Background: an optimization exercise with open tools, aiming at small area, a short achievable clock period and few clock cycles per item. Do not read the settings as production practice.
Function was not checked in any run shown here: the RTL went through the layout flow alone.
Power is estimated from default activity; no workload was simulated.

==> flow/design.v <==
module mul (
    input              clk,
    input              rst_n,
    input              mul_valid,
    input      [63:0]  alu_src1,
    input      [63:0]  alu_src2,
    input      [3:0]   mul_expand_signed,
    output     [129:0] mul_res,
    output reg         sh_fnsh_flag
);
localparam K  = 4;
localparam NC = 16;
localparam W  = 72;
wire [3:0] md = mul_expand_signed;
wire e0 = (md == 4'd0);
wire e1 = (md == 4'd1);
wire e2 = (md == 4'd2);
wire e3 = (md == 4'd3);
wire [3:0] mq = {e0, e0, e0 | e1 | e2, e0 | e1 | e2 | e3};    
wire [NC-1:0] ua, ub, oa, ob, ta, tb;
genvar g;
generate for (g = 0; g < NC; g = g + 1) begin : occ
    assign ua[g] = |alu_src1[g*K +: K];
    assign ub[g] = |alu_src2[g*K +: K];
    assign oa[g] = ua[g] & mq[g*K/16];
    assign ob[g] = ub[g] & mq[g*K/16];
    assign ta[g] = |oa[NC-1:g];
    assign tb[g] = |ob[NC-1:g];
end endgenerate
wire [NC-1:0] ha = ta & ~(ta >> 1);     
wire [NC-1:0] hb = tb & ~(tb >> 1);
wire swap = ua < ub;
reg [K-1:0] qa, qb;
integer i;
always @(*) begin
    qa = {K{1'b0}};
    qb = {K{1'b0}};
    for (i = 0; i < NC; i = i + 1) begin
        qa = qa | (alu_src1[i*K +: K] & {K{ha[i]}});
        qb = qb | (alu_src2[i*K +: K] & {K{hb[i]}});
    end
end
reg              busy;      
reg              res;       
reg  [NC-1:0]    cnt;       
reg              swp;
reg  [127:0]     P;         
reg  [W-1:0]     C;         
reg  [63:0]      X, Y;
reg  [K-1:0]     q;
reg              f0, f1, f3;
wire start = mul_valid & ~busy & ~res & ~sh_fnsh_flag;
wire [63:0] M = swp ? Y : X;
wire [63:0] m = swp ? X : Y;
reg  [K-1:0] qn;            
always @(*) begin
    qn = {K{1'b0}};
    for (i = 0; i + 1 < NC; i = i + 1)
        qn = qn | (m[i*K +: K] & {K{cnt[i+1]}});
end
wire [W-K-1:0] A = P[W-K-1:0];
wire [W-K-1:0] B = C[W-K-1:0];
wire [63:0] pp0 = M & {64{q[0]}};
wire [63:0] pp1 = M & {64{q[1]}};
wire [63:0] pp2 = M & {64{q[2]}};
wire [63:0] pp3 = M & {64{q[3]}};
wire t1 = A[0] ^ B[0] ^ pp0[4];
wire t2 = (A[0] & B[0]) | (A[0] & pp0[4]) | (B[0] & pp0[4]);
wire t3 = A[1] ^ B[1] ^ pp0[5];
wire t4 = (A[1] & B[1]) | (A[1] & pp0[5]) | (B[1] & pp0[5]);
wire t5 = pp1[4] ^ pp2[3];
wire t6 = pp1[4] & pp2[3];
wire t7 = A[2] ^ B[2] ^ pp0[6];
wire t8 = (A[2] & B[2]) | (A[2] & pp0[6]) | (B[2] & pp0[6]);
wire t9 = pp1[5] ^ pp2[4] ^ pp3[3];
wire t10 = (pp1[5] & pp2[4]) | (pp1[5] & pp3[3]) | (pp2[4] & pp3[3]);
wire t11 = A[3] ^ B[3] ^ pp0[7];
wire t12 = (A[3] & B[3]) | (A[3] & pp0[7]) | (B[3] & pp0[7]);
wire t13 = pp1[6] ^ pp2[5] ^ pp3[4];
wire t14 = (pp1[6] & pp2[5]) | (pp1[6] & pp3[4]) | (pp2[5] & pp3[4]);
wire t15 = A[4] ^ B[4] ^ pp0[8];
wire t16 = (A[4] & B[4]) | (A[4] & pp0[8]) | (B[4] & pp0[8]);
wire t17 = pp1[7] ^ pp2[6] ^ pp3[5];
wire t18 = (pp1[7] & pp2[6]) | (pp1[7] & pp3[5]) | (pp2[6] & pp3[5]);
wire t19 = A[5] ^ B[5] ^ pp0[9];
wire t20 = (A[5] & B[5]) | (A[5] & pp0[9]) | (B[5] & pp0[9]);
wire t21 = pp1[8] ^ pp2[7] ^ pp3[6];
wire t22 = (pp1[8] & pp2[7]) | (pp1[8] & pp3[6]) | (pp2[7] & pp3[6]);
wire t23 = A[6] ^ B[6] ^ pp0[10];
wire t24 = (A[6] & B[6]) | (A[6] & pp0[10]) | (B[6] & pp0[10]);
wire t25 = pp1[9] ^ pp2[8] ^ pp3[7];
wire t26 = (pp1[9] & pp2[8]) | (pp1[9] & pp3[7]) | (pp2[8] & pp3[7]);
wire t27 = A[7] ^ B[7] ^ pp0[11];
wire t28 = (A[7] & B[7]) | (A[7] & pp0[11]) | (B[7] & pp0[11]);
wire t29 = pp1[10] ^ pp2[9] ^ pp3[8];
wire t30 = (pp1[10] & pp2[9]) | (pp1[10] & pp3[8]) | (pp2[9] & pp3[8]);
wire t31 = A[8] ^ B[8] ^ pp0[12];
wire t32 = (A[8] & B[8]) | (A[8] & pp0[12]) | (B[8] & pp0[12]);
wire t33 = pp1[11] ^ pp2[10] ^ pp3[9];
wire t34 = (pp1[11] & pp2[10]) | (pp1[11] & pp3[9]) | (pp2[10] & pp3[9]);
wire t35 = A[9] ^ B[9] ^ pp0[13];
wire t36 = (A[9] & B[9]) | (A[9] & pp0[13]) | (B[9] & pp0[13]);
wire t37 = pp1[12] ^ pp2[11] ^ pp3[10];
wire t38 = (pp1[12] & pp2[11]) | (pp1[12] & pp3[10]) | (pp2[11] & pp3[10]);
wire t39 = A[10] ^ B[10] ^ pp0[14];
wire t40 = (A[10] & B[10]) | (A[10] & pp0[14]) | (B[10] & pp0[14]);
wire t41 = pp1[13] ^ pp2[12] ^ pp3[11];
wire t42 = (pp1[13] & pp2[12]) | (pp1[13] & pp3[11]) | (pp2[12] & pp3[11]);
wire t43 = A[11] ^ B[11] ^ pp0[15];
wire t44 = (A[11] & B[11]) | (A[11] & pp0[15]) | (B[11] & pp0[15]);
wire t45 = pp1[14] ^ pp2[13] ^ pp3[12];
wire t46 = (pp1[14] & pp2[13]) | (pp1[14] & pp3[12]) | (pp2[13] & pp3[12]);
wire t47 = A[12] ^ B[12] ^ pp0[16];
wire t48 = (A[12] & B[12]) | (A[12] & pp0[16]) | (B[12] & pp0[16]);
wire t49 = pp1[15] ^ pp2[14] ^ pp3[13];
wire t50 = (pp1[15] & pp2[14]) | (pp1[15] & pp3[13]) | (pp2[14] & pp3[13]);
wire t51 = A[13] ^ B[13] ^ pp0[17];
wire t52 = (A[13] & B[13]) | (A[13] & pp0[17]) | (B[13] & pp0[17]);
wire t53 = pp1[16] ^ pp2[15] ^ pp3[14];
wire t54 = (pp1[16] & pp2[15]) | (pp1[16] & pp3[14]) | (pp2[15] & pp3[14]);
wire t55 = A[14] ^ B[14] ^ pp0[18];
wire t56 = (A[14] & B[14]) | (A[14] & pp0[18]) | (B[14] & pp0[18]);
wire t57 = pp1[17] ^ pp2[16] ^ pp3[15];
wire t58 = (pp1[17] & pp2[16]) | (pp1[17] & pp3[15]) | (pp2[16] & pp3[15]);
wire t59 = A[15] ^ B[15] ^ pp0[19];
wire t60 = (A[15] & B[15]) | (A[15] & pp0[19]) | (B[15] & pp0[19]);
wire t61 = pp1[18] ^ pp2[17] ^ pp3[16];
wire t62 = (pp1[18] & pp2[17]) | (pp1[18] & pp3[16]) | (pp2[17] & pp3[16]);
wire t63 = A[16] ^ B[16] ^ pp0[20];
wire t64 = (A[16] & B[16]) | (A[16] & pp0[20]) | (B[16] & pp0[20]);
wire t65 = pp1[19] ^ pp2[18] ^ pp3[17];
wire t66 = (pp1[19] & pp2[18]) | (pp1[19] & pp3[17]) | (pp2[18] & pp3[17]);
wire t67 = A[17] ^ B[17] ^ pp0[21];
wire t68 = (A[17] & B[17]) | (A[17] & pp0[21]) | (B[17] & pp0[21]);
wire t69 = pp1[20] ^ pp2[19] ^ pp3[18];
wire t70 = (pp1[20] & pp2[19]) | (pp1[20] & pp3[18]) | (pp2[19] & pp3[18]);
wire t71 = A[18] ^ B[18] ^ pp0[22];
wire t72 = (A[18] & B[18]) | (A[18] & pp0[22]) | (B[18] & pp0[22]);
wire t73 = pp1[21] ^ pp2[20] ^ pp3[19];
wire t74 = (pp1[21] & pp2[20]) | (pp1[21] & pp3[19]) | (pp2[20] & pp3[19]);
wire t75 = A[19] ^ B[19] ^ pp0[23];
wire t76 = (A[19] & B[19]) | (A[19] & pp0[23]) | (B[19] & pp0[23]);
wire t77 = pp1[22] ^ pp2[21] ^ pp3[20];
wire t78 = (pp1[22] & pp2[21]) | (pp1[22] & pp3[20]) | (pp2[21] & pp3[20]);
wire t79 = A[20] ^ B[20] ^ pp0[24];
wire t80 = (A[20] & B[20]) | (A[20] & pp0[24]) | (B[20] & pp0[24]);
wire t81 = pp1[23] ^ pp2[22] ^ pp3[21];
wire t82 = (pp1[23] & pp2[22]) | (pp1[23] & pp3[21]) | (pp2[22] & pp3[21]);
wire t83 = A[21] ^ B[21] ^ pp0[25];
wire t84 = (A[21] & B[21]) | (A[21] & pp0[25]) | (B[21] & pp0[25]);
wire t85 = pp1[24] ^ pp2[23] ^ pp3[22];
wire t86 = (pp1[24] & pp2[23]) | (pp1[24] & pp3[22]) | (pp2[23] & pp3[22]);
wire t87 = A[22] ^ B[22] ^ pp0[26];
wire t88 = (A[22] & B[22]) | (A[22] & pp0[26]) | (B[22] & pp0[26]);
wire t89 = pp1[25] ^ pp2[24] ^ pp3[23];
wire t90 = (pp1[25] & pp2[24]) | (pp1[25] & pp3[23]) | (pp2[24] & pp3[23]);
wire t91 = A[23] ^ B[23] ^ pp0[27];
wire t92 = (A[23] & B[23]) | (A[23] & pp0[27]) | (B[23] & pp0[27]);
wire t93 = pp1[26] ^ pp2[25] ^ pp3[24];
wire t94 = (pp1[26] & pp2[25]) | (pp1[26] & pp3[24]) | (pp2[25] & pp3[24]);
wire t95 = A[24] ^ B[24] ^ pp0[28];
wire t96 = (A[24] & B[24]) | (A[24] & pp0[28]) | (B[24] & pp0[28]);
wire t97 = pp1[27] ^ pp2[26] ^ pp3[25];
wire t98 = (pp1[27] & pp2[26]) | (pp1[27] & pp3[25]) | (pp2[26] & pp3[25]);
wire t99 = A[25] ^ B[25] ^ pp0[29];
wire t100 = (A[25] & B[25]) | (A[25] & pp0[29]) | (B[25] & pp0[29]);
wire t101 = pp1[28] ^ pp2[27] ^ pp3[26];
wire t102 = (pp1[28] & pp2[27]) | (pp1[28] & pp3[26]) | (pp2[27] & pp3[26]);
wire t103 = A[26] ^ B[26] ^ pp0[30];
wire t104 = (A[26] & B[26]) | (A[26] & pp0[30]) | (B[26] & pp0[30]);
wire t105 = pp1[29] ^ pp2[28] ^ pp3[27];
wire t106 = (pp1[29] & pp2[28]) | (pp1[29] & pp3[27]) | (pp2[28] & pp3[27]);
wire t107 = A[27] ^ B[27] ^ pp0[31];
wire t108 = (A[27] & B[27]) | (A[27] & pp0[31]) | (B[27] & pp0[31]);
wire t109 = pp1[30] ^ pp2[29] ^ pp3[28];
wire t110 = (pp1[30] & pp2[29]) | (pp1[30] & pp3[28]) | (pp2[29] & pp3[28]);
wire t111 = A[28] ^ B[28] ^ pp0[32];
wire t112 = (A[28] & B[28]) | (A[28] & pp0[32]) | (B[28] & pp0[32]);
wire t113 = pp1[31] ^ pp2[30] ^ pp3[29];
wire t114 = (pp1[31] & pp2[30]) | (pp1[31] & pp3[29]) | (pp2[30] & pp3[29]);
wire t115 = A[29] ^ B[29] ^ pp0[33];
wire t116 = (A[29] & B[29]) | (A[29] & pp0[33]) | (B[29] & pp0[33]);
wire t117 = pp1[32] ^ pp2[31] ^ pp3[30];
wire t118 = (pp1[32] & pp2[31]) | (pp1[32] & pp3[30]) | (pp2[31] & pp3[30]);
wire t119 = A[30] ^ B[30] ^ pp0[34];
wire t120 = (A[30] & B[30]) | (A[30] & pp0[34]) | (B[30] & pp0[34]);
wire t121 = pp1[33] ^ pp2[32] ^ pp3[31];
wire t122 = (pp1[33] & pp2[32]) | (pp1[33] & pp3[31]) | (pp2[32] & pp3[31]);
wire t123 = A[31] ^ B[31] ^ pp0[35];
wire t124 = (A[31] & B[31]) | (A[31] & pp0[35]) | (B[31] & pp0[35]);
wire t125 = pp1[34] ^ pp2[33] ^ pp3[32];
wire t126 = (pp1[34] & pp2[33]) | (pp1[34] & pp3[32]) | (pp2[33] & pp3[32]);
wire t127 = A[32] ^ B[32] ^ pp0[36];
wire t128 = (A[32] & B[32]) | (A[32] & pp0[36]) | (B[32] & pp0[36]);
wire t129 = pp1[35] ^ pp2[34] ^ pp3[33];
wire t130 = (pp1[35] & pp2[34]) | (pp1[35] & pp3[33]) | (pp2[34] & pp3[33]);
wire t131 = A[33] ^ B[33] ^ pp0[37];
wire t132 = (A[33] & B[33]) | (A[33] & pp0[37]) | (B[33] & pp0[37]);
wire t133 = pp1[36] ^ pp2[35] ^ pp3[34];
wire t134 = (pp1[36] & pp2[35]) | (pp1[36] & pp3[34]) | (pp2[35] & pp3[34]);
wire t135 = A[34] ^ B[34] ^ pp0[38];
wire t136 = (A[34] & B[34]) | (A[34] & pp0[38]) | (B[34] & pp0[38]);
wire t137 = pp1[37] ^ pp2[36] ^ pp3[35];
wire t138 = (pp1[37] & pp2[36]) | (pp1[37] & pp3[35]) | (pp2[36] & pp3[35]);
wire t139 = A[35] ^ B[35] ^ pp0[39];
wire t140 = (A[35] & B[35]) | (A[35] & pp0[39]) | (B[35] & pp0[39]);
wire t141 = pp1[38] ^ pp2[37] ^ pp3[36];
wire t142 = (pp1[38] & pp2[37]) | (pp1[38] & pp3[36]) | (pp2[37] & pp3[36]);
wire t143 = A[36] ^ B[36] ^ pp0[40];
wire t144 = (A[36] & B[36]) | (A[36] & pp0[40]) | (B[36] & pp0[40]);
wire t145 = pp1[39] ^ pp2[38] ^ pp3[37];
wire t146 = (pp1[39] & pp2[38]) | (pp1[39] & pp3[37]) | (pp2[38] & pp3[37]);
wire t147 = A[37] ^ B[37] ^ pp0[41];
wire t148 = (A[37] & B[37]) | (A[37] & pp0[41]) | (B[37] & pp0[41]);
wire t149 = pp1[40] ^ pp2[39] ^ pp3[38];
wire t150 = (pp1[40] & pp2[39]) | (pp1[40] & pp3[38]) | (pp2[39] & pp3[38]);
wire t151 = A[38] ^ B[38] ^ pp0[42];
wire t152 = (A[38] & B[38]) | (A[38] & pp0[42]) | (B[38] & pp0[42]);
wire t153 = pp1[41] ^ pp2[40] ^ pp3[39];
wire t154 = (pp1[41] & pp2[40]) | (pp1[41] & pp3[39]) | (pp2[40] & pp3[39]);
wire t155 = A[39] ^ B[39] ^ pp0[43];
wire t156 = (A[39] & B[39]) | (A[39] & pp0[43]) | (B[39] & pp0[43]);
wire t157 = pp1[42] ^ pp2[41] ^ pp3[40];
wire t158 = (pp1[42] & pp2[41]) | (pp1[42] & pp3[40]) | (pp2[41] & pp3[40]);
wire t159 = A[40] ^ B[40] ^ pp0[44];
wire t160 = (A[40] & B[40]) | (A[40] & pp0[44]) | (B[40] & pp0[44]);
wire t161 = pp1[43] ^ pp2[42] ^ pp3[41];
wire t162 = (pp1[43] & pp2[42]) | (pp1[43] & pp3[41]) | (pp2[42] & pp3[41]);
wire t163 = A[41] ^ B[41] ^ pp0[45];
wire t164 = (A[41] & B[41]) | (A[41] & pp0[45]) | (B[41] & pp0[45]);
wire t165 = pp1[44] ^ pp2[43] ^ pp3[42];
wire t166 = (pp1[44] & pp2[43]) | (pp1[44] & pp3[42]) | (pp2[43] & pp3[42]);
wire t167 = A[42] ^ B[42] ^ pp0[46];
wire t168 = (A[42] & B[42]) | (A[42] & pp0[46]) | (B[42] & pp0[46]);
wire t169 = pp1[45] ^ pp2[44] ^ pp3[43];
wire t170 = (pp1[45] & pp2[44]) | (pp1[45] & pp3[43]) | (pp2[44] & pp3[43]);
wire t171 = A[43] ^ B[43] ^ pp0[47];
wire t172 = (A[43] & B[43]) | (A[43] & pp0[47]) | (B[43] & pp0[47]);
wire t173 = pp1[46] ^ pp2[45] ^ pp3[44];
wire t174 = (pp1[46] & pp2[45]) | (pp1[46] & pp3[44]) | (pp2[45] & pp3[44]);
wire t175 = A[44] ^ B[44] ^ pp0[48];
wire t176 = (A[44] & B[44]) | (A[44] & pp0[48]) | (B[44] & pp0[48]);
wire t177 = pp1[47] ^ pp2[46] ^ pp3[45];
wire t178 = (pp1[47] & pp2[46]) | (pp1[47] & pp3[45]) | (pp2[46] & pp3[45]);
wire t179 = A[45] ^ B[45] ^ pp0[49];
wire t180 = (A[45] & B[45]) | (A[45] & pp0[49]) | (B[45] & pp0[49]);
wire t181 = pp1[48] ^ pp2[47] ^ pp3[46];
wire t182 = (pp1[48] & pp2[47]) | (pp1[48] & pp3[46]) | (pp2[47] & pp3[46]);
wire t183 = A[46] ^ B[46] ^ pp0[50];
wire t184 = (A[46] & B[46]) | (A[46] & pp0[50]) | (B[46] & pp0[50]);
wire t185 = pp1[49] ^ pp2[48] ^ pp3[47];
wire t186 = (pp1[49] & pp2[48]) | (pp1[49] & pp3[47]) | (pp2[48] & pp3[47]);
wire t187 = A[47] ^ B[47] ^ pp0[51];
wire t188 = (A[47] & B[47]) | (A[47] & pp0[51]) | (B[47] & pp0[51]);
wire t189 = pp1[50] ^ pp2[49] ^ pp3[48];
wire t190 = (pp1[50] & pp2[49]) | (pp1[50] & pp3[48]) | (pp2[49] & pp3[48]);
wire t191 = A[48] ^ B[48] ^ pp0[52];
wire t192 = (A[48] & B[48]) | (A[48] & pp0[52]) | (B[48] & pp0[52]);
wire t193 = pp1[51] ^ pp2[50] ^ pp3[49];
wire t194 = (pp1[51] & pp2[50]) | (pp1[51] & pp3[49]) | (pp2[50] & pp3[49]);
wire t195 = A[49] ^ B[49] ^ pp0[53];
wire t196 = (A[49] & B[49]) | (A[49] & pp0[53]) | (B[49] & pp0[53]);
wire t197 = pp1[52] ^ pp2[51] ^ pp3[50];
wire t198 = (pp1[52] & pp2[51]) | (pp1[52] & pp3[50]) | (pp2[51] & pp3[50]);
wire t199 = A[50] ^ B[50] ^ pp0[54];
wire t200 = (A[50] & B[50]) | (A[50] & pp0[54]) | (B[50] & pp0[54]);
wire t201 = pp1[53] ^ pp2[52] ^ pp3[51];
wire t202 = (pp1[53] & pp2[52]) | (pp1[53] & pp3[51]) | (pp2[52] & pp3[51]);
wire t203 = A[51] ^ B[51] ^ pp0[55];
wire t204 = (A[51] & B[51]) | (A[51] & pp0[55]) | (B[51] & pp0[55]);
wire t205 = pp1[54] ^ pp2[53] ^ pp3[52];
wire t206 = (pp1[54] & pp2[53]) | (pp1[54] & pp3[52]) | (pp2[53] & pp3[52]);
wire t207 = A[52] ^ B[52] ^ pp0[56];
wire t208 = (A[52] & B[52]) | (A[52] & pp0[56]) | (B[52] & pp0[56]);
wire t209 = pp1[55] ^ pp2[54] ^ pp3[53];
wire t210 = (pp1[55] & pp2[54]) | (pp1[55] & pp3[53]) | (pp2[54] & pp3[53]);
wire t211 = A[53] ^ B[53] ^ pp0[57];
wire t212 = (A[53] & B[53]) | (A[53] & pp0[57]) | (B[53] & pp0[57]);
wire t213 = pp1[56] ^ pp2[55] ^ pp3[54];
wire t214 = (pp1[56] & pp2[55]) | (pp1[56] & pp3[54]) | (pp2[55] & pp3[54]);
wire t215 = A[54] ^ B[54] ^ pp0[58];
wire t216 = (A[54] & B[54]) | (A[54] & pp0[58]) | (B[54] & pp0[58]);
wire t217 = pp1[57] ^ pp2[56] ^ pp3[55];
wire t218 = (pp1[57] & pp2[56]) | (pp1[57] & pp3[55]) | (pp2[56] & pp3[55]);
wire t219 = A[55] ^ B[55] ^ pp0[59];
wire t220 = (A[55] & B[55]) | (A[55] & pp0[59]) | (B[55] & pp0[59]);
wire t221 = pp1[58] ^ pp2[57] ^ pp3[56];
wire t222 = (pp1[58] & pp2[57]) | (pp1[58] & pp3[56]) | (pp2[57] & pp3[56]);
wire t223 = A[56] ^ B[56] ^ pp0[60];
wire t224 = (A[56] & B[56]) | (A[56] & pp0[60]) | (B[56] & pp0[60]);
wire t225 = pp1[59] ^ pp2[58] ^ pp3[57];
wire t226 = (pp1[59] & pp2[58]) | (pp1[59] & pp3[57]) | (pp2[58] & pp3[57]);
wire t227 = A[57] ^ B[57] ^ pp0[61];
wire t228 = (A[57] & B[57]) | (A[57] & pp0[61]) | (B[57] & pp0[61]);
wire t229 = pp1[60] ^ pp2[59] ^ pp3[58];
wire t230 = (pp1[60] & pp2[59]) | (pp1[60] & pp3[58]) | (pp2[59] & pp3[58]);
wire t231 = A[58] ^ B[58] ^ pp0[62];
wire t232 = (A[58] & B[58]) | (A[58] & pp0[62]) | (B[58] & pp0[62]);
wire t233 = pp1[61] ^ pp2[60] ^ pp3[59];
wire t234 = (pp1[61] & pp2[60]) | (pp1[61] & pp3[59]) | (pp2[60] & pp3[59]);
wire t235 = A[59] ^ B[59] ^ pp0[63];
wire t236 = (A[59] & B[59]) | (A[59] & pp0[63]) | (B[59] & pp0[63]);
wire t237 = pp1[62] ^ pp2[61] ^ pp3[60];
wire t238 = (pp1[62] & pp2[61]) | (pp1[62] & pp3[60]) | (pp2[61] & pp3[60]);
wire t239 = A[60] ^ B[60] ^ pp1[63];
wire t240 = (A[60] & B[60]) | (A[60] & pp1[63]) | (B[60] & pp1[63]);
wire t241 = pp2[62] ^ pp3[61];
wire t242 = pp2[62] & pp3[61];
wire t243 = A[61] ^ B[61] ^ pp2[63];
wire t244 = (A[61] & B[61]) | (A[61] & pp2[63]) | (B[61] & pp2[63]);
wire t245 = pp0[3] ^ pp1[2];
wire t246 = pp0[3] & pp1[2];
wire t247 = pp1[3] ^ pp2[2] ^ pp3[1];
wire t248 = (pp1[3] & pp2[2]) | (pp1[3] & pp3[1]) | (pp2[2] & pp3[1]);
wire t249 = pp3[2] ^ t3 ^ t5;
wire t250 = (pp3[2] & t3) | (pp3[2] & t5) | (t3 & t5);
wire t251 = t7 ^ t9 ^ t4;
wire t252 = (t7 & t9) | (t7 & t4) | (t9 & t4);
wire t253 = t11 ^ t13 ^ t8;
wire t254 = (t11 & t13) | (t11 & t8) | (t13 & t8);
wire t255 = t15 ^ t17 ^ t12;
wire t256 = (t15 & t17) | (t15 & t12) | (t17 & t12);
wire t257 = t19 ^ t21 ^ t16;
wire t258 = (t19 & t21) | (t19 & t16) | (t21 & t16);
wire t259 = t23 ^ t25 ^ t20;
wire t260 = (t23 & t25) | (t23 & t20) | (t25 & t20);
wire t261 = t27 ^ t29 ^ t24;
wire t262 = (t27 & t29) | (t27 & t24) | (t29 & t24);
wire t263 = t31 ^ t33 ^ t28;
wire t264 = (t31 & t33) | (t31 & t28) | (t33 & t28);
wire t265 = t35 ^ t37 ^ t32;
wire t266 = (t35 & t37) | (t35 & t32) | (t37 & t32);
wire t267 = t39 ^ t41 ^ t36;
wire t268 = (t39 & t41) | (t39 & t36) | (t41 & t36);
wire t269 = t43 ^ t45 ^ t40;
wire t270 = (t43 & t45) | (t43 & t40) | (t45 & t40);
wire t271 = t47 ^ t49 ^ t44;
wire t272 = (t47 & t49) | (t47 & t44) | (t49 & t44);
wire t273 = t51 ^ t53 ^ t48;
wire t274 = (t51 & t53) | (t51 & t48) | (t53 & t48);
wire t275 = t55 ^ t57 ^ t52;
wire t276 = (t55 & t57) | (t55 & t52) | (t57 & t52);
wire t277 = t59 ^ t61 ^ t56;
wire t278 = (t59 & t61) | (t59 & t56) | (t61 & t56);
wire t279 = t63 ^ t65 ^ t60;
wire t280 = (t63 & t65) | (t63 & t60) | (t65 & t60);
wire t281 = t67 ^ t69 ^ t64;
wire t282 = (t67 & t69) | (t67 & t64) | (t69 & t64);
wire t283 = t71 ^ t73 ^ t68;
wire t284 = (t71 & t73) | (t71 & t68) | (t73 & t68);
wire t285 = t75 ^ t77 ^ t72;
wire t286 = (t75 & t77) | (t75 & t72) | (t77 & t72);
wire t287 = t79 ^ t81 ^ t76;
wire t288 = (t79 & t81) | (t79 & t76) | (t81 & t76);
wire t289 = t83 ^ t85 ^ t80;
wire t290 = (t83 & t85) | (t83 & t80) | (t85 & t80);
wire t291 = t87 ^ t89 ^ t84;
wire t292 = (t87 & t89) | (t87 & t84) | (t89 & t84);
wire t293 = t91 ^ t93 ^ t88;
wire t294 = (t91 & t93) | (t91 & t88) | (t93 & t88);
wire t295 = t95 ^ t97 ^ t92;
wire t296 = (t95 & t97) | (t95 & t92) | (t97 & t92);
wire t297 = t99 ^ t101 ^ t96;
wire t298 = (t99 & t101) | (t99 & t96) | (t101 & t96);
wire t299 = t103 ^ t105 ^ t100;
wire t300 = (t103 & t105) | (t103 & t100) | (t105 & t100);
wire t301 = t107 ^ t109 ^ t104;
wire t302 = (t107 & t109) | (t107 & t104) | (t109 & t104);
wire t303 = t111 ^ t113 ^ t108;
wire t304 = (t111 & t113) | (t111 & t108) | (t113 & t108);
wire t305 = t115 ^ t117 ^ t112;
wire t306 = (t115 & t117) | (t115 & t112) | (t117 & t112);
wire t307 = t119 ^ t121 ^ t116;
wire t308 = (t119 & t121) | (t119 & t116) | (t121 & t116);
wire t309 = t123 ^ t125 ^ t120;
wire t310 = (t123 & t125) | (t123 & t120) | (t125 & t120);
wire t311 = t127 ^ t129 ^ t124;
wire t312 = (t127 & t129) | (t127 & t124) | (t129 & t124);
wire t313 = t131 ^ t133 ^ t128;
wire t314 = (t131 & t133) | (t131 & t128) | (t133 & t128);
wire t315 = t135 ^ t137 ^ t132;
wire t316 = (t135 & t137) | (t135 & t132) | (t137 & t132);
wire t317 = t139 ^ t141 ^ t136;
wire t318 = (t139 & t141) | (t139 & t136) | (t141 & t136);
wire t319 = t143 ^ t145 ^ t140;
wire t320 = (t143 & t145) | (t143 & t140) | (t145 & t140);
wire t321 = t147 ^ t149 ^ t144;
wire t322 = (t147 & t149) | (t147 & t144) | (t149 & t144);
wire t323 = t151 ^ t153 ^ t148;
wire t324 = (t151 & t153) | (t151 & t148) | (t153 & t148);
wire t325 = t155 ^ t157 ^ t152;
wire t326 = (t155 & t157) | (t155 & t152) | (t157 & t152);
wire t327 = t159 ^ t161 ^ t156;
wire t328 = (t159 & t161) | (t159 & t156) | (t161 & t156);
wire t329 = t163 ^ t165 ^ t160;
wire t330 = (t163 & t165) | (t163 & t160) | (t165 & t160);
wire t331 = t167 ^ t169 ^ t164;
wire t332 = (t167 & t169) | (t167 & t164) | (t169 & t164);
wire t333 = t171 ^ t173 ^ t168;
wire t334 = (t171 & t173) | (t171 & t168) | (t173 & t168);
wire t335 = t175 ^ t177 ^ t172;
wire t336 = (t175 & t177) | (t175 & t172) | (t177 & t172);
wire t337 = t179 ^ t181 ^ t176;
wire t338 = (t179 & t181) | (t179 & t176) | (t181 & t176);
wire t339 = t183 ^ t185 ^ t180;
wire t340 = (t183 & t185) | (t183 & t180) | (t185 & t180);
wire t341 = t187 ^ t189 ^ t184;
wire t342 = (t187 & t189) | (t187 & t184) | (t189 & t184);
wire t343 = t191 ^ t193 ^ t188;
wire t344 = (t191 & t193) | (t191 & t188) | (t193 & t188);
wire t345 = t195 ^ t197 ^ t192;
wire t346 = (t195 & t197) | (t195 & t192) | (t197 & t192);
wire t347 = t199 ^ t201 ^ t196;
wire t348 = (t199 & t201) | (t199 & t196) | (t201 & t196);
wire t349 = t203 ^ t205 ^ t200;
wire t350 = (t203 & t205) | (t203 & t200) | (t205 & t200);
wire t351 = t207 ^ t209 ^ t204;
wire t352 = (t207 & t209) | (t207 & t204) | (t209 & t204);
wire t353 = t211 ^ t213 ^ t208;
wire t354 = (t211 & t213) | (t211 & t208) | (t213 & t208);
wire t355 = t215 ^ t217 ^ t212;
wire t356 = (t215 & t217) | (t215 & t212) | (t217 & t212);
wire t357 = t219 ^ t221 ^ t216;
wire t358 = (t219 & t221) | (t219 & t216) | (t221 & t216);
wire t359 = t223 ^ t225 ^ t220;
wire t360 = (t223 & t225) | (t223 & t220) | (t225 & t220);
wire t361 = t227 ^ t229 ^ t224;
wire t362 = (t227 & t229) | (t227 & t224) | (t229 & t224);
wire t363 = t231 ^ t233 ^ t228;
wire t364 = (t231 & t233) | (t231 & t228) | (t233 & t228);
wire t365 = t235 ^ t237 ^ t232;
wire t366 = (t235 & t237) | (t235 & t232) | (t237 & t232);
wire t367 = t239 ^ t241 ^ t236;
wire t368 = (t239 & t241) | (t239 & t236) | (t241 & t236);
wire t369 = pp3[62] ^ t243 ^ t240;
wire t370 = (pp3[62] & t243) | (pp3[62] & t240) | (t243 & t240);
wire t371 = A[62] ^ B[62] ^ pp3[63];
wire t372 = (A[62] & B[62]) | (A[62] & pp3[63]) | (B[62] & pp3[63]);
wire t373 = pp0[2] ^ pp1[1];
wire t374 = pp0[2] & pp1[1];
wire t375 = pp2[1] ^ pp3[0] ^ t245;
wire t376 = (pp2[1] & pp3[0]) | (pp2[1] & t245) | (pp3[0] & t245);
wire t377 = t1 ^ t247 ^ t246;
wire t378 = (t1 & t247) | (t1 & t246) | (t247 & t246);
wire t379 = t2 ^ t249 ^ t248;
wire t380 = (t2 & t249) | (t2 & t248) | (t249 & t248);
wire t381 = t6 ^ t251 ^ t250;
wire t382 = (t6 & t251) | (t6 & t250) | (t251 & t250);
wire t383 = t10 ^ t253 ^ t252;
wire t384 = (t10 & t253) | (t10 & t252) | (t253 & t252);
wire t385 = t14 ^ t255 ^ t254;
wire t386 = (t14 & t255) | (t14 & t254) | (t255 & t254);
wire t387 = t18 ^ t257 ^ t256;
wire t388 = (t18 & t257) | (t18 & t256) | (t257 & t256);
wire t389 = t22 ^ t259 ^ t258;
wire t390 = (t22 & t259) | (t22 & t258) | (t259 & t258);
wire t391 = t26 ^ t261 ^ t260;
wire t392 = (t26 & t261) | (t26 & t260) | (t261 & t260);
wire t393 = t30 ^ t263 ^ t262;
wire t394 = (t30 & t263) | (t30 & t262) | (t263 & t262);
wire t395 = t34 ^ t265 ^ t264;
wire t396 = (t34 & t265) | (t34 & t264) | (t265 & t264);
wire t397 = t38 ^ t267 ^ t266;
wire t398 = (t38 & t267) | (t38 & t266) | (t267 & t266);
wire t399 = t42 ^ t269 ^ t268;
wire t400 = (t42 & t269) | (t42 & t268) | (t269 & t268);
wire t401 = t46 ^ t271 ^ t270;
wire t402 = (t46 & t271) | (t46 & t270) | (t271 & t270);
wire t403 = t50 ^ t273 ^ t272;
wire t404 = (t50 & t273) | (t50 & t272) | (t273 & t272);
wire t405 = t54 ^ t275 ^ t274;
wire t406 = (t54 & t275) | (t54 & t274) | (t275 & t274);
wire t407 = t58 ^ t277 ^ t276;
wire t408 = (t58 & t277) | (t58 & t276) | (t277 & t276);
wire t409 = t62 ^ t279 ^ t278;
wire t410 = (t62 & t279) | (t62 & t278) | (t279 & t278);
wire t411 = t66 ^ t281 ^ t280;
wire t412 = (t66 & t281) | (t66 & t280) | (t281 & t280);
wire t413 = t70 ^ t283 ^ t282;
wire t414 = (t70 & t283) | (t70 & t282) | (t283 & t282);
wire t415 = t74 ^ t285 ^ t284;
wire t416 = (t74 & t285) | (t74 & t284) | (t285 & t284);
wire t417 = t78 ^ t287 ^ t286;
wire t418 = (t78 & t287) | (t78 & t286) | (t287 & t286);
wire t419 = t82 ^ t289 ^ t288;
wire t420 = (t82 & t289) | (t82 & t288) | (t289 & t288);
wire t421 = t86 ^ t291 ^ t290;
wire t422 = (t86 & t291) | (t86 & t290) | (t291 & t290);
wire t423 = t90 ^ t293 ^ t292;
wire t424 = (t90 & t293) | (t90 & t292) | (t293 & t292);
wire t425 = t94 ^ t295 ^ t294;
wire t426 = (t94 & t295) | (t94 & t294) | (t295 & t294);
wire t427 = t98 ^ t297 ^ t296;
wire t428 = (t98 & t297) | (t98 & t296) | (t297 & t296);
wire t429 = t102 ^ t299 ^ t298;
wire t430 = (t102 & t299) | (t102 & t298) | (t299 & t298);
wire t431 = t106 ^ t301 ^ t300;
wire t432 = (t106 & t301) | (t106 & t300) | (t301 & t300);
wire t433 = t110 ^ t303 ^ t302;
wire t434 = (t110 & t303) | (t110 & t302) | (t303 & t302);
wire t435 = t114 ^ t305 ^ t304;
wire t436 = (t114 & t305) | (t114 & t304) | (t305 & t304);
wire t437 = t118 ^ t307 ^ t306;
wire t438 = (t118 & t307) | (t118 & t306) | (t307 & t306);
wire t439 = t122 ^ t309 ^ t308;
wire t440 = (t122 & t309) | (t122 & t308) | (t309 & t308);
wire t441 = t126 ^ t311 ^ t310;
wire t442 = (t126 & t311) | (t126 & t310) | (t311 & t310);
wire t443 = t130 ^ t313 ^ t312;
wire t444 = (t130 & t313) | (t130 & t312) | (t313 & t312);
wire t445 = t134 ^ t315 ^ t314;
wire t446 = (t134 & t315) | (t134 & t314) | (t315 & t314);
wire t447 = t138 ^ t317 ^ t316;
wire t448 = (t138 & t317) | (t138 & t316) | (t317 & t316);
wire t449 = t142 ^ t319 ^ t318;
wire t450 = (t142 & t319) | (t142 & t318) | (t319 & t318);
wire t451 = t146 ^ t321 ^ t320;
wire t452 = (t146 & t321) | (t146 & t320) | (t321 & t320);
wire t453 = t150 ^ t323 ^ t322;
wire t454 = (t150 & t323) | (t150 & t322) | (t323 & t322);
wire t455 = t154 ^ t325 ^ t324;
wire t456 = (t154 & t325) | (t154 & t324) | (t325 & t324);
wire t457 = t158 ^ t327 ^ t326;
wire t458 = (t158 & t327) | (t158 & t326) | (t327 & t326);
wire t459 = t162 ^ t329 ^ t328;
wire t460 = (t162 & t329) | (t162 & t328) | (t329 & t328);
wire t461 = t166 ^ t331 ^ t330;
wire t462 = (t166 & t331) | (t166 & t330) | (t331 & t330);
wire t463 = t170 ^ t333 ^ t332;
wire t464 = (t170 & t333) | (t170 & t332) | (t333 & t332);
wire t465 = t174 ^ t335 ^ t334;
wire t466 = (t174 & t335) | (t174 & t334) | (t335 & t334);
wire t467 = t178 ^ t337 ^ t336;
wire t468 = (t178 & t337) | (t178 & t336) | (t337 & t336);
wire t469 = t182 ^ t339 ^ t338;
wire t470 = (t182 & t339) | (t182 & t338) | (t339 & t338);
wire t471 = t186 ^ t341 ^ t340;
wire t472 = (t186 & t341) | (t186 & t340) | (t341 & t340);
wire t473 = t190 ^ t343 ^ t342;
wire t474 = (t190 & t343) | (t190 & t342) | (t343 & t342);
wire t475 = t194 ^ t345 ^ t344;
wire t476 = (t194 & t345) | (t194 & t344) | (t345 & t344);
wire t477 = t198 ^ t347 ^ t346;
wire t478 = (t198 & t347) | (t198 & t346) | (t347 & t346);
wire t479 = t202 ^ t349 ^ t348;
wire t480 = (t202 & t349) | (t202 & t348) | (t349 & t348);
wire t481 = t206 ^ t351 ^ t350;
wire t482 = (t206 & t351) | (t206 & t350) | (t351 & t350);
wire t483 = t210 ^ t353 ^ t352;
wire t484 = (t210 & t353) | (t210 & t352) | (t353 & t352);
wire t485 = t214 ^ t355 ^ t354;
wire t486 = (t214 & t355) | (t214 & t354) | (t355 & t354);
wire t487 = t218 ^ t357 ^ t356;
wire t488 = (t218 & t357) | (t218 & t356) | (t357 & t356);
wire t489 = t222 ^ t359 ^ t358;
wire t490 = (t222 & t359) | (t222 & t358) | (t359 & t358);
wire t491 = t226 ^ t361 ^ t360;
wire t492 = (t226 & t361) | (t226 & t360) | (t361 & t360);
wire t493 = t230 ^ t363 ^ t362;
wire t494 = (t230 & t363) | (t230 & t362) | (t363 & t362);
wire t495 = t234 ^ t365 ^ t364;
wire t496 = (t234 & t365) | (t234 & t364) | (t365 & t364);
wire t497 = t238 ^ t367 ^ t366;
wire t498 = (t238 & t367) | (t238 & t366) | (t367 & t366);
wire t499 = t242 ^ t369 ^ t368;
wire t500 = (t242 & t369) | (t242 & t368) | (t369 & t368);
wire t501 = t244 ^ t371 ^ t370;
wire t502 = (t244 & t371) | (t244 & t370) | (t371 & t370);
wire t503 = A[63] ^ B[63] ^ t372;
wire t504 = (A[63] & B[63]) | (A[63] & t372) | (B[63] & t372);
wire t505 = A[64] ^ B[64];
wire t506 = A[64] & B[64];
wire t507 = A[65] ^ B[65];
wire t508 = A[65] & B[65];
wire t509 = A[66] ^ B[66];
wire t510 = A[66] & B[66];
wire t511 = A[67] ^ B[67];
wire t512 = A[67] & B[67];
wire [W-1:0] ns = {t511, t509, t507, t505, t503, t501, t499, t497, t495, t493, t491, t489, t487, t485, t483, t481, t479, t477, t475, t473, t471, t469, t467, t465, t463, t461, t459, t457, t455, t453, t451, t449, t447, t445, t443, t441, t439, t437, t435, t433, t431, t429, t427, t425, t423, t421, t419, t417, t415, t413, t411, t409, t407, t405, t403, t401, t399, t397, t395, t393, t391, t389, t387, t385, t383, t381, t379, t377, t375, pp2[0], pp0[1], pp0[0]};
wire [W-1:0] nc = {t510, t508, t506, t504, t502, t500, t498, t496, t494, t492, t490, t488, t486, t484, t482, t480, t478, t476, t474, t472, t470, t468, t466, t464, t462, t460, t458, t456, t454, t452, t450, t448, t446, t444, t442, t440, t438, t436, t434, t432, t430, t428, t426, t424, t422, t420, t418, t416, t414, t412, t410, t408, t406, t404, t402, t400, t398, t396, t394, t392, t390, t388, t386, t384, t382, t380, t378, t376, t374, t373, pp1[0], 1'b0};
wire ncout = t512;
wire [K:0] lowu = P[W-1:W-K] + C[W-1:W-K] + ncout;
wire [127-W-K:0] uhi = P[127-K:W];
wire [127-W-K:0] all1s;
assign all1s[0] = 1'b1;
generate for (g = 1; g <= 127 - W - K; g = g + 1) begin : pa
    assign all1s[g] = all1s[g-1] & uhi[g-1];
end endgenerate
wire [127-W:0] ustep = {uhi ^ (all1s & {(128-W-K){lowu[K]}}), lowu[K-1:0]};
wire [W:0] rsum = P[W-1:0] + C;
wire [127-W:0] ur = P[127:W];
wire [127-W:0] all1r;
assign all1r[0] = 1'b1;
generate for (g = 1; g <= 127 - W; g = g + 1) begin : pr
    assign all1r[g] = all1r[g-1] & ur[g-1];
end endgenerate
wire [127-W:0] ures = ur ^ (all1r & {(128-W){rsum[W]}});
always @(posedge clk or negedge rst_n) begin
    if (!rst_n) begin
        busy         <= 1'b0;
        res          <= 1'b0;
        sh_fnsh_flag <= 1'b0;
        cnt          <= {NC{1'b0}};
    end else begin
        if (start) begin
            busy         <= |ta & |tb;
            sh_fnsh_flag <= ~(|ta & |tb);
            cnt          <= swap ? ha : hb;
        end else if (busy) begin
            busy         <= ~cnt[0];
            res          <= cnt[0];
            cnt          <= cnt >> 1;
        end else if (res) begin
            res          <= 1'b0;
            sh_fnsh_flag <= 1'b1;
        end else begin
            sh_fnsh_flag <= 1'b0;
        end
    end
end
always @(posedge clk) begin
    X   <= alu_src1;
    Y   <= alu_src2;
    f0  <= e0;
    f1  <= e1;
    f3  <= e3;
    if (start) begin
        swp <= swap;
        q   <= swap ? qa : qb;
        P   <= 128'd0;
        C   <= {W{1'b0}};
    end else if (res) begin
        P   <= {ures, rsum[W-1:0]};
    end else begin
        q   <= qn;
        P   <= {ustep, ns};
        C   <= nc;
    end
end
assign mul_res[15:0]    = P[15:0];
assign mul_res[31:16]   = f3 ? {16{P[15]}} : P[31:16];
assign mul_res[63:32]   = f0 ? P[63:32] : {32{(P[31] & f1) | (P[15] & f3)}};
assign mul_res[127:64]  = P[127:64] & {64{f0}};
assign mul_res[129:128] = 2'b00;
endmodule
module ysyx_mulunit (
    input          clk,
    input          rst_n,
    input          mul_valid,
    input  [63:0]  alu_src1,
    input  [63:0]  alu_src2,
    input  [3:0]   mul_expand_signed,
    output [129:0] mul_res,
    output         sh_fnsh_flag
);
mul u_mul (
    .clk(clk),
    .rst_n(rst_n),
    .mul_valid(mul_valid),
    .alu_src1(alu_src1),
    .alu_src2(alu_src2),
    .mul_expand_signed(mul_expand_signed),
    .mul_res(mul_res),
    .sh_fnsh_flag(sh_fnsh_flag)
);
endmodule
==> flow/run.sh <==
#!/bin/bash
# synth_recipe.tcl (not shown) runs the flow's synth.tcl, then flattens the netlist and writes it again
# the make line also repeats each setting of config.mk as NAME=value (left out here)
make -C /OpenROAD-flow-scripts/flow DESIGN_CONFIG=/design/flow/config.mk WORK_HOME=/design/flow/orfs CLKGATE_MAP_FILE= SYNTH_SCRIPT=/design/flow/synth_recipe.tcl finish
==> flow/config.mk <==
export PLATFORM = sky130hd
export DESIGN_NAME = ysyx_mulunit
export DESIGN_NICKNAME = ysyx_mulunit
export VERILOG_FILES = /design/flow/design.v
export SDC_FILE = /design/flow/constraint.sdc
export NUM_CORES = 8
export LEC_CHECK = 0
export CAP_MARGIN = 20
export CORE_MARGIN = 2
export CORE_UTILIZATION = 50
export SETUP_SLACK_MARGIN = 4.5
export SLEW_MARGIN = 20
==> flow/constraint.sdc <==
create_clock -name core_clock -period 8.0 [get_ports {clk}]
set_input_delay 1.6000 -clock core_clock [delete_from_list [all_inputs] [get_ports {clk}]]
set_output_delay 1.6000 -clock core_clock [all_outputs]
set_load 0.01 [all_outputs]
==> impl_metrics.py, run 1 <==
metrics = {
    "sta": {
        "number_of_max_slew_violations_in_the_final_report": 0,
        "fin_crit_ps": 3760,
        "grt_setup_unrepaired": "true",
        "worst-slew-pin-transition_ps": 1080,
        "timing.clock.skew_ps": 29.0,
        "period_share_pct": 47.1,
        "finalSetupTns_ps": 0,
        "setup_viol": 0,
        "final-hold-violation-count": 0,
        "max_freq_mhz": 266,
        "timing.slew.headroom_pct": 27.7,
    },
    "die": {
        "die_height_um": 240,
        "dieWidth_um": 240,
        "fp.dieArea_um2": 57400,
        "start_util_pct": 50.4,
        "design.core.area_um2": 55000,
        "design.portCount": 266,
        "fp_rows": 86,
    },
    "drt": {
        "post_drt_via_cell_ratio": 5.90,
        "wl_per_cell_um": 23.7,
        "vias": 25537,
        "finalWirelength_um": 102000,
        "drc_errors_left": 0,
        "drt_iter0_drc": 2393,
        "drt_first_pass_iters": 6,
        "antenna_left": 0,
    },
    "setup_path": {
        "timing.critical_path.from_type": "input port",
        "depth_of_the_most_critical_reg_to_reg_path": 13,
        "cpMostUsedCell": "a21oi_2",
        "cpPeakStageDelay_ps": 530,
        "cp_data_arrival_time_ps": 4240,
        "critPathKind": "in2reg",
        "timing.critical_path.fanout_max": 5,
        "crit_path_end_kind": "register",
        "timing.critical_path.cells": "clkdlybuf4s15_2 > or4_4 > ha_4 > o21a_1 > o21ai_2 > a21oi_2 > o2111ai_4 > a32o_4 > nor4_4 > a21oi_2 > a221oi_2",
        "worst_ep_required_time_ps": 8480,
        "cp_slowest_cell": "or4_4",
    },
    "pwr": {
        "total_power_density_per_cell_area_nw_per_um2": 447,
        "leakagePower_nw": 15.7,
        "ir_worst_vdd_uv": 298,
    },
    "synthesis": {
        "synth_flop_cell": "dfxtp_1",
        "share_of_async_settable_or_async_resettable_flops_after_synthesis_pct": 5.37,
        "post_synthesis_cell_type_count": 101,
        "syn-cell-area_um2": 27700,
        "synth_enable_flop_cells": 5,
        "synthesis.instances": 3231,
        "synth.yosys.seq_area_share_pct": 26.1,
        "ys.warnings.count": 1,
        "post_syn_area_per_cell_um2": 8.58,
        "postSynthRegisterBits": 354,
    },
    "finish": {
        "fillers": 4752,
        "layout-area-overhead-vs-synth_pct": 26.2,
        "final_layout_size_suffix_gt1_share_pct": 20.4,
        "postLayoutCoreUtil_pct": 63.7,
        "finish.net_count": 4024,
    },
    "cts": {
        "worst_skew_pair.late_latency_ps": 600,
        "cts_buffers": 44,
        "clock-sinks": 354,
        "cts_htree_levels": 2,
        "clock_tree_from_tritoncts": "done",
        "clock_tree.root_cell": "clkbuf_16",
        "clk_pin_slew_worst_paths_ps": 60,
        "cts.path.max_buffers": 3,
    },
    "placed_design": {
        "hpwl_um": 73200,
        "globalplace.congestion": 0.972,
        "buffer_ports.inserted": 263,
    },
    "run": {
        "drv.max_cap_violation_count": 0,
    },
    "global_route": {
        "grt_start_max_net_pins": 88,
        "first_global_vias": 25597,
        "antenna_found_initial": 3,
        "global_route.usage.total_pct": 34.9,
        "globalRouteOverflowTotal": 0,
        "grt_pass1_wl_um": 153000,
    },
    "status": {
        "status": "no timing/DRC/antenna violations",
    },
    "hold_path": {
        "timing.hold.worst.class": "reg2reg",
        "min_path_cells": 2,
    },
}
-- per-stage QoR --
step / std cells / setup slack (ps) / power [W] / cell area [um2] / hold WS, ps
global route: 4328 / 4190 / 0.0171 / 35000 / 517
global placement: 4074 / 2480 / 0.0126 / 30700 / 449
CTS: 4272 / 4270 / 0.0152 / 34100 / 476
finish: 4330 / 4240 / 0.0156 / 35000 / 484
floorplan: 3232 / 4070 / 0.00994 / 27900 / 435
detailed placement: 4074 / 2740 / 0.0128 / 30800 / 456
-- flip-flops by register name (all words and copies together) (netlist names), 4 cells and up --
name	count
u_mul.cnt	16
u_mul.Y	64
u_mul.q	4
u_mul.X	64
u_mul.C	71
u_mul.P	128
-- repair_timing --
action	CTS	global route
gates resized for setup	581	268
buffers inserted	103	52
pin swaps	92	73
hold buffers	0	0
setup endpoints to repair	316	179
gates cloned	16	3
hold endpoints to repair	0	0
-- cells in the final DEF (no fill, tap or decap), types with 17 or more instances in the layout --
cell / n
a21o_1: 64
a21oi_1: 111
a22oi_1: 18
and2_1: 138
and3_1: 21
buf_2: 43
buf_4: 138
buf_6: 24
clkbuf_16: 47
clkbuf_2: 45
clkdlybuf4s15_1: 23
clkdlybuf4s50_1: 35
dfrtp_1: 18
dfxtp_1: 303
dfxtp_2: 18
dlygate4sd2_1: 93
fa_1: 250
ha_1: 56
ha_4: 31
inv_1: 346
mux2_2: 96
mux2i_1: 25
nand2_1: 499
nand2b_1: 17
nand3_1: 67
nand4_1: 37
nor2_1: 78
nor2b_1: 23
nor3_1: 21
nor4_4: 19
o21ai_0: 182
o21ai_1: 17
o22ai_1: 58
xnor2_1: 62
xor2_1: 104
-- where the power goes --
part / internal, W / total [W] / switching [W] / leakage (nW)
combinational: 0.00438 / 0.0104 / 0.00598 / 12.0
sequential: 0.00241 / 0.00321 / 0.000800 / 3.05
clock: 0.00121 / 0.00207 / 0.000864 / 0.713
-- cell type report --
type	count	area, um2	area share, %
multi-input cells	2340	20000	57.1
clock inverters	27	307	0.876
flip-flops and latches	354	7290	20.8
clock buffers	52	1160	3.32
diodes	3	7.51	0.0214
inverters	359	1360	3.90
repair buffers	447	3960	11.3
well taps	748	936	2.67
-- logic make-up after synthesis --
kind of cell    after synthesis  share of synthesized area [%]
xor+xnor                    166                           5.24
flops                       354                           26.1
other cells                   1                         0.0135
buf+inv                     547                           8.02
compound gates              664                           15.5
fa+ha+maj                   343                           22.2
simple gates               1030                           17.9
mux                         126                           4.99
-- routing by layer --
metal | track usage [%] | vias to the layer above | wire length [um]
li1 | - | 11503 | -
met1 | 46.5 | 12618 | 42900
met2 | 56.0 | 1151 | 46700
met3 | 6.42 | 265 | 8270
met4 | 14.3 | 0 | 4610
met5 | 0 | - | 0
-- cell usage after synthesis, types with 26 or more instances --
library cell  count  share of area, %
a21o_1           67               1.8
a21oi_1         119               2.1
and2_1          139               3.1
and3_1           26              0.59
clkbuf_1        140               1.9
dfxtp_1         330                24
fa_1            250                18
ha_1             93               4.2
inv_1           355               4.8
mux2_2           99               4.0
mux2i_1          27              0.97
nand2_1         506               6.8
nand3_1          79               1.4
nand4_1          37              0.83
nor2_1           87               1.2
nor3_1           26              0.47
o21ai_0         204               3.7
o22ai_1          58               1.3
xnor2_1          62               2.0
xor2_1          104               3.3
-- critical path, delay by kind of cell --
kind	cells	cell delay, ps
adder cells (fa/ha/maj)	1	280
AND/OR/NAND/NOR	2	740
buffers and inverters	1	240
AO/OA/AOI/OAI	7	1370
-- path summary, 6_finish.rpt --
check	from	end	slack, ps
worst max-delay path	alu_src1[11]	u_mul.cnt[12]	4240
worst min-delay path	u_mul.C[71]	u_mul.C[71]	480
worst max register to register	u_mul.P[10]	u_mul.P[88]	4560
worst min register to register	u_mul.C[71]	u_mul.C[71]	480
max in group asynchronous	rst_n	u_mul.res	6270
min in group asynchronous	rst_n	u_mul.cnt[1]	1390
==> run 2: changes to the inputs <==
--- a/flow/design.v
+++ b/flow/design.v
@@ -18,17 +18,16 @@
 wire e3 = (md == 4'd3);
 wire [3:0] mq = {e0, e0, e0 | e1 | e2, e0 | e1 | e2 | e3};    
-wire [NC-1:0] ua, ub, oa, ob, ta, tb;
+wire [63:0] am = alu_src1 & {{16{mq[3]}}, {16{mq[2]}}, {16{mq[1]}}, {16{mq[0]}}};
+wire [63:0] bm = alu_src2 & {{16{mq[3]}}, {16{mq[2]}}, {16{mq[1]}}, {16{mq[0]}}};
+wire [NC-1:0] oa, ob, ta, tb;
 genvar g;
 generate for (g = 0; g < NC; g = g + 1) begin : occ
-    assign ua[g] = |alu_src1[g*K +: K];
-    assign ub[g] = |alu_src2[g*K +: K];
-    assign oa[g] = ua[g] & mq[g*K/16];
-    assign ob[g] = ub[g] & mq[g*K/16];
+    assign oa[g] = (|alu_src1[g*K +: K]) & mq[g*K/16];
+    assign ob[g] = (|alu_src2[g*K +: K]) & mq[g*K/16];
     assign ta[g] = |oa[NC-1:g];
     assign tb[g] = |ob[NC-1:g];
 end endgenerate
-wire [NC-1:0] ha = ta & ~(ta >> 1);     
-wire [NC-1:0] hb = tb & ~(tb >> 1);
-wire swap = ua < ub;
+wire swap = |(tb & ~ta);                
+wire [NC-1:0] tn = ta & tb;             
 reg [K-1:0] qa, qb;
 integer i;
@@ -37,6 +36,6 @@
     qb = {K{1'b0}};
     for (i = 0; i < NC; i = i + 1) begin
-        qa = qa | (alu_src1[i*K +: K] & {K{ha[i]}});
-        qb = qb | (alu_src2[i*K +: K] & {K{hb[i]}});
+        qa = qa | (alu_src1[i*K +: K] & {K{ta[i] & ~(i + 1 < NC ? ta[(i+1) % NC] : 1'b0)}});
+        qb = qb | (alu_src2[i*K +: K] & {K{tb[i] & ~(i + 1 < NC ? tb[(i+1) % NC] : 1'b0)}});
     end
 end
@@ -47,15 +46,18 @@
 reg  [127:0]     P;         
 reg  [W-1:0]     C;         
-reg  [63:0]      X, Y;
+reg  [63:0]      M;
 reg  [K-1:0]     q;
 reg              f0, f1, f3;
-wire start = mul_valid & ~busy & ~res & ~sh_fnsh_flag;
-wire [63:0] M = swp ? Y : X;
-wire [63:0] m = swp ? X : Y;
-reg  [K-1:0] qn;            
+wire idle = ~busy & ~res & ~sh_fnsh_flag;
+wire last = ~cnt[1];
+wire [NC-1:0] nxt = (cnt >> 1) & ~(cnt >> 2);
+reg  [K-1:0] qna, qnb;
 always @(*) begin
-    qn = {K{1'b0}};
-    for (i = 0; i + 1 < NC; i = i + 1)
-        qn = qn | (m[i*K +: K] & {K{cnt[i+1]}});
+    qna = {K{1'b0}};
+    qnb = {K{1'b0}};
+    for (i = 0; i < NC; i = i + 1) begin
+        qna = qna | (alu_src1[i*K +: K] & {K{nxt[i]}});
+        qnb = qnb | (alu_src2[i*K +: K] & {K{nxt[i]}});
+    end
 end
 wire [W-K-1:0] A = P[W-K-1:0];
@@ -581,19 +583,19 @@
 wire ncout = t512;
 wire [K:0] lowu = P[W-1:W-K] + C[W-1:W-K] + ncout;
-wire [127-W-K:0] uhi = P[127-K:W];
-wire [127-W-K:0] all1s;
-assign all1s[0] = 1'b1;
-generate for (g = 1; g <= 127 - W - K; g = g + 1) begin : pa
-    assign all1s[g] = all1s[g-1] & uhi[g-1];
+wire [127-W:0] ub = P[127:W];
+wire [127-W:0] all1;
+assign all1[0] = 1'b1;
+generate for (g = 1; g <= 127 - W; g = g + 1) begin : pa
+    assign all1[g] = all1[g-1] & ub[g-1];
 end endgenerate
-wire [127-W:0] ustep = {uhi ^ (all1s & {(128-W-K){lowu[K]}}), lowu[K-1:0]};
+wire [127-W:0] ustep = {ub[127-W-K:0] ^ (all1[127-W-K:0] & {(128-W-K){lowu[K]}}),
+                        lowu[K-1:0]};
 wire [W:0] rsum = P[W-1:0] + C;
-wire [127-W:0] ur = P[127:W];
-wire [127-W:0] all1r;
-assign all1r[0] = 1'b1;
-generate for (g = 1; g <= 127 - W; g = g + 1) begin : pr
-    assign all1r[g] = all1r[g-1] & ur[g-1];
-end endgenerate
-wire [127-W:0] ures = ur ^ (all1r & {(128-W){rsum[W]}});
+wire [127-W:0] ures = ub ^ (all1 & {(128-W){rsum[W]}});
+wire sx = (f1 & rsum[31]) | (f3 & rsum[15]);
+wire [127:0] rres = {ures, rsum[W-1:64],
+                     f0 ? rsum[63:32] : {32{sx}},
+                     f3 ? {16{rsum[15]}} : rsum[31:16],
+                     rsum[15:0]};
 always @(posedge clk or negedge rst_n) begin
     if (!rst_n) begin
@@ -601,46 +603,29 @@
         res          <= 1'b0;
         sh_fnsh_flag <= 1'b0;
-        cnt          <= {NC{1'b0}};
     end else begin
-        if (start) begin
-            busy         <= |ta & |tb;
-            sh_fnsh_flag <= ~(|ta & |tb);
-            cnt          <= swap ? ha : hb;
-        end else if (busy) begin
-            busy         <= ~cnt[0];
-            res          <= cnt[0];
-            cnt          <= cnt >> 1;
-        end else if (res) begin
-            res          <= 1'b0;
-            sh_fnsh_flag <= 1'b1;
-        end else begin
-            sh_fnsh_flag <= 1'b0;
-        end
+        busy         <= busy ? ~last : (idle & mul_valid & tn[0]);
+        res          <= busy & last;
+        sh_fnsh_flag <= res | (idle & mul_valid & ~tn[0]);
     end
 end
 always @(posedge clk) begin
-    X   <= alu_src1;
-    Y   <= alu_src2;
+    M   <= swap ? bm : am;
+    swp <= swap;
     f0  <= e0;
     f1  <= e1;
     f3  <= e3;
-    if (start) begin
-        swp <= swap;
-        q   <= swap ? qa : qb;
-        P   <= 128'd0;
-        C   <= {W{1'b0}};
-    end else if (res) begin
-        P   <= {ures, rsum[W-1:0]};
-    end else begin
-        q   <= qn;
+    if (busy) begin
+        cnt <= cnt >> 1;
+        q   <= swp ? qna : qnb;
         P   <= {ustep, ns};
         C   <= nc;
+    end else begin
+        cnt <= tn;
+        q   <= swap ? qa : qb;
+        P   <= res ? rres : 128'd0;
+        C   <= {W{1'b0}};
     end
 end
-assign mul_res[15:0]    = P[15:0];
-assign mul_res[31:16]   = f3 ? {16{P[15]}} : P[31:16];
-assign mul_res[63:32]   = f0 ? P[63:32] : {32{(P[31] & f1) | (P[15] & f3)}};
-assign mul_res[127:64]  = P[127:64] & {64{f0}};
-assign mul_res[129:128] = 2'b00;
+assign mul_res = {2'b00, P};
 endmodule
 module ysyx_mulunit (
==> run 2 against run 1 <==
Compared with the run above:
- non-clock buffer count shrank 43
- clock-buffer cell count is 1 higher
- largest power group unchanged
- sequential cell count decreased by 65
- critical path depth up 2
- highest routed layer unchanged
==> impl_metrics.py, run 2 <==
metrics = {
    "die": {
        "fp.dieArea_um2": 52600,
        "die_height_um": 229,
        "fp_rows": 82,
        "design.portCount": 266,
        "design.core.area_um2": 50200,
        "start_util_pct": 50.6,
        "dieWidth_um": 229,
    },
    "finish": {
        "filler_free_cell_count_of_the_finished_design": 4030,
        "largest_register_ff_count": 128,
        "fillers": 4253,
        "mostFrequentLayoutCells": "nand2_1, inv_1, dfxtp_1",
        "reg.largest.list": "u_mul.P x128, u_mul.C x71, u_mul.M x64",
        "finish.net_count": 3791,
        "final_layout_size_suffix_gt1_share_pct": 14.2,
        "n_antenna_cell": 0,
        "final_common_cell": "nand2_1",
        "layout-area-overhead-vs-synth_pct": 26.5,
        "top_register": "u_mul.P",
    },
    "setup_path": {
        "worst-r2r-setup-slack_ps": 4410,
        "critPathKind": "in2reg",
        "cp_slowest_cell": "or4_4",
        "worst_ep_required_time_ps": 8440,
        "timing.critical_path.from_type": "input port",
        "crit_path_end_kind": "register",
        "cpPeakStageDelay_ps": 670,
        "critPathBufInv": 5,
        "worst_path_dominant_cell_family": "compound AO/OA/AOI/OAI gates",
        "cp_data_arrival_time_ps": 4270,
        "timing.critical_path.cells": "buf_12 > or4_4 > buf_6 > a31oi_4 > o41ai_2 > a21oi_1 > nor2_2 > o221ai_4 > buf_8 > buf_6 > buf_12 > mux2i_1 > nor2_1",
        "timing.critical_path.fanout_max": 6,
    },
    "synthesis": {
        "post_syn_area_per_cell_um2": 8.36,
        "synth_commonest_cells": "nand2_1, inv_1, dfxtp_1, fa_1, nor2_1",
        "yosys.cell_count.top_type": "nand2_1",
        "postSynthRegisterBits": 289,
        "share_of_async_settable_or_async_resettable_flops_after_synthesis_pct": 1.04,
        "synthesis.instances": 3041,
        "ys.warnings.count": 1,
        "synth_top_area_share_pct": 22.5,
        "library_cell_with_the_largest_summed_area_after_synthesis": "dfxtp_1",
        "syn-cell-area_um2": 25400,
        "synth.yosys.seq_area_share_pct": 22.9,
        "post_synthesis_cell_type_count": 103,
        "synthTopCellsByArea": "dfxtp_1, fa_1, nand2_1, inv_1, and2_1",
        "synth_enable_flop_cells": 1,
        "synth_flop_cell": "dfxtp_1",
    },
    "pwr": {
        "ir_worst_vdd_uv": 138,
        "total_power_density_per_cell_area_nw_per_um2": 176,
        "leakagePower_nw": 13.8,
    },
    "cts": {
        "worst_skew_pair.late_latency_ps": 580,
        "clock_tree.root_cell": "clkbuf_16",
        "clock-sinks": 289,
        "post_cts_hold_buffer_count": 0,
        "cts_htree_levels": 2,
        "clock_tree_from_tritoncts": "done",
        "cts_buffers": 38,
        "clk_pin_slew_worst_paths_ps": 60,
        "cts.path.max_buffers": 3,
    },
    "sta": {
        "number_of_max_slew_violations_in_the_final_report": 0,
        "period_share_pct": 47.9,
        "timing.clock.skew_ps": 23.4,
        "finalSetupTns_ps": 0,
        "grt_setup_unrepaired": "true",
        "fin_crit_ps": 3830,
        "max_freq_mhz": 261,
        "timing.slew.headroom_pct": 42.1,
        "worst-slew-pin-transition_ps": 847,
        "final-hold-violation-count": 0,
        "setup_viol": 0,
    },
    "drt": {
        "drc_errors_left": 0,
        "drt_first_pass_iters": 6,
        "finalWirelength_um": 98400,
        "antenna_left": 0,
        "post_drt_via_cell_ratio": 6.19,
        "drt_iter0_drc": 2286,
        "vias": 24926,
        "wl_per_cell_um": 24.4,
    },
    "global_route": {
        "grt_start_max_net_pins": 140,
        "grt_pass1_wl_um": 149000,
        "antenna_found_initial": 0,
        "global_route.usage.total_pct": 36.5,
        "first_global_vias": 24839,
        "globalRouteOverflowTotal": 0,
    },
    "placed_design": {
        "globalplace.congestion": 1.03,
        "hpwl_um": 72000,
        "buffer_ports.inserted": 263,
        "place_inst": 3835,
    },
    "hold_path": {
        "timing.hold.worst.class": "reg2reg",
    },
    "run": {
        "drv.max_cap_violation_count": 0,
    },
    "status": {
        "status": "no timing/DRC/antenna violations",
    },
}
[run 2: cell count changes in the layout (fill, tap and decap cells not counted), sizes merged, moves of 27 or more]
cell           delta
clkdlybuf4s50   +106
dfxtp            -45
nand2            -73
buf              -48
o211ai           +47
nor2             +74
dlygate4sd2      -51
mux2i            +39
mux2             -99
clkbuf           -27
xor2             -58
o21ai            -99
o22ai            -27
[run 2: worst reg2reg max path: cells and delay by family (launching register included)]
family | cells | cell delay [ps]
AO/OA/AOI/OAI | 8 | 2420
adder cells (fa/ha/maj) | 1 | 400
flip-flops | 1 | 520
AND/OR/NAND/NOR | 1 | 120
[run 2: final timing paths]
check | from | end | cells after the start
worst max register to register | u_mul.P[24] | u_mul.P[55] | 10
max in group asynchronous | rst_n | u_mul.busy | 1
worst min register to register | u_mul.cnt[1] | u_mul.res | 1
worst min-delay path | u_mul.cnt[1] | u_mul.res | 1
min in group asynchronous | rst_n | u_mul.busy | 1
worst max-delay path | mul_expand_signed[3] | u_mul.M[4] | 13
[run 2: cells by family (layout without fill, tap and decap cells)]
family	Yosys count	after routing	share of synthesized area, %
simple gates	1083	1086	21.0
mux	66	66	2.60
xor+xnor	111	111	3.83
flops	289	289	22.9
fa+ha+maj	328	328	23.5
other cells	1	2	0.0148
compound gates	653	653	18.3
buf+inv	510	823	7.88
[run 2: stage by stage]
step	hold slack (ps)	instance area (um2)	power, W	setup WS, ps	utilization [%]
CTS	450	31400	0.00554	4250	62.7
global route	477	32100	0.00590	4120	64.1
global placement	429	28500	0.00352	2640	56.8
finish	445	32100	0.00566	4170	64.1
detailed placement	429	28500	0.00354	2550	56.8
floorplan	394	25500	0.00279	4170	-
[run 2: power by group]
part           internal (W)  total, W  switching (W)
Clock               0.00116   0.00189       0.000733
Sequential          0.00155   0.00182       0.000271
Combinational      0.000725   0.00195        0.00123
Total               0.00343   0.00566        0.00223
[run 2: area by class of cell]
cell class | instances | area, um2 | share of cell area [%]
Timing Repair Buffer | 404 | 3910 | 12.2
Clock buffer | 53 | 1060 | 3.29
Sequential cell | 289 | 5830 | 18.2
Inverter | 348 | 1320 | 4.10
Tap cell | 672 | 841 | 2.62
Clock inverter | 17 | 293 | 0.911
Multi-Input combinational cell | 2246 | 18900 | 58.7
Timing Repair inverter | 1 | 8.76 | 0.0273
[run 2: repair_timing]
| action | CTS | global route |
|---|---|---|
| cloned | 13 | 0 |
| gates resized for setup | 417 | 187 |
| setup endpoints to repair | 188 | 159 |
| pin swaps | 44 | 61 |
| setup buffers | 76 | 36 |
[run 2: metal layers]
metal / GRT usage [%] / up-vias / share of wire, %
met3: 5.75 / 267 / 8.3
met5: 0 / - / 0
met4: 16.8 / 0 / 5.3
met1: 49.4 / 12351 / 41
met2: 57.6 / 1315 / 45
li1: - / 10993 / -

## separate check: timing with driven ports
The results above use ideal ports. As a check the final layouts listed here were re-extracted and re-timed, cells and wires unchanged. Step 1: set_driving_cell puts a clkbuf_16 on clk and a buf_2 on each other input, an assumption about the parent block. Step 2 moves the port delays by t, midway between the first and last clock arrival at a register: inputs arrive t later, outputs are due t later. That takes back most of the time a late clock gives input paths. Three values: ideal ports, drivers, drivers and shift; two values: the first two.
run	t, ns	setup WS [ns]	worst register clock-pin slew, ns
run 1	0.647	4.236 / 4.271 / 3.625	0.06 / 0.06
run 2	0.631	4.171 / 4.184 / 3.553	0.06 / 0.06
After both steps setup and hold are still met in every run listed. For run 2, which loses most, drivers alone change the setup slack by +0.013 ns; drivers and shift together by -0.618 ns.
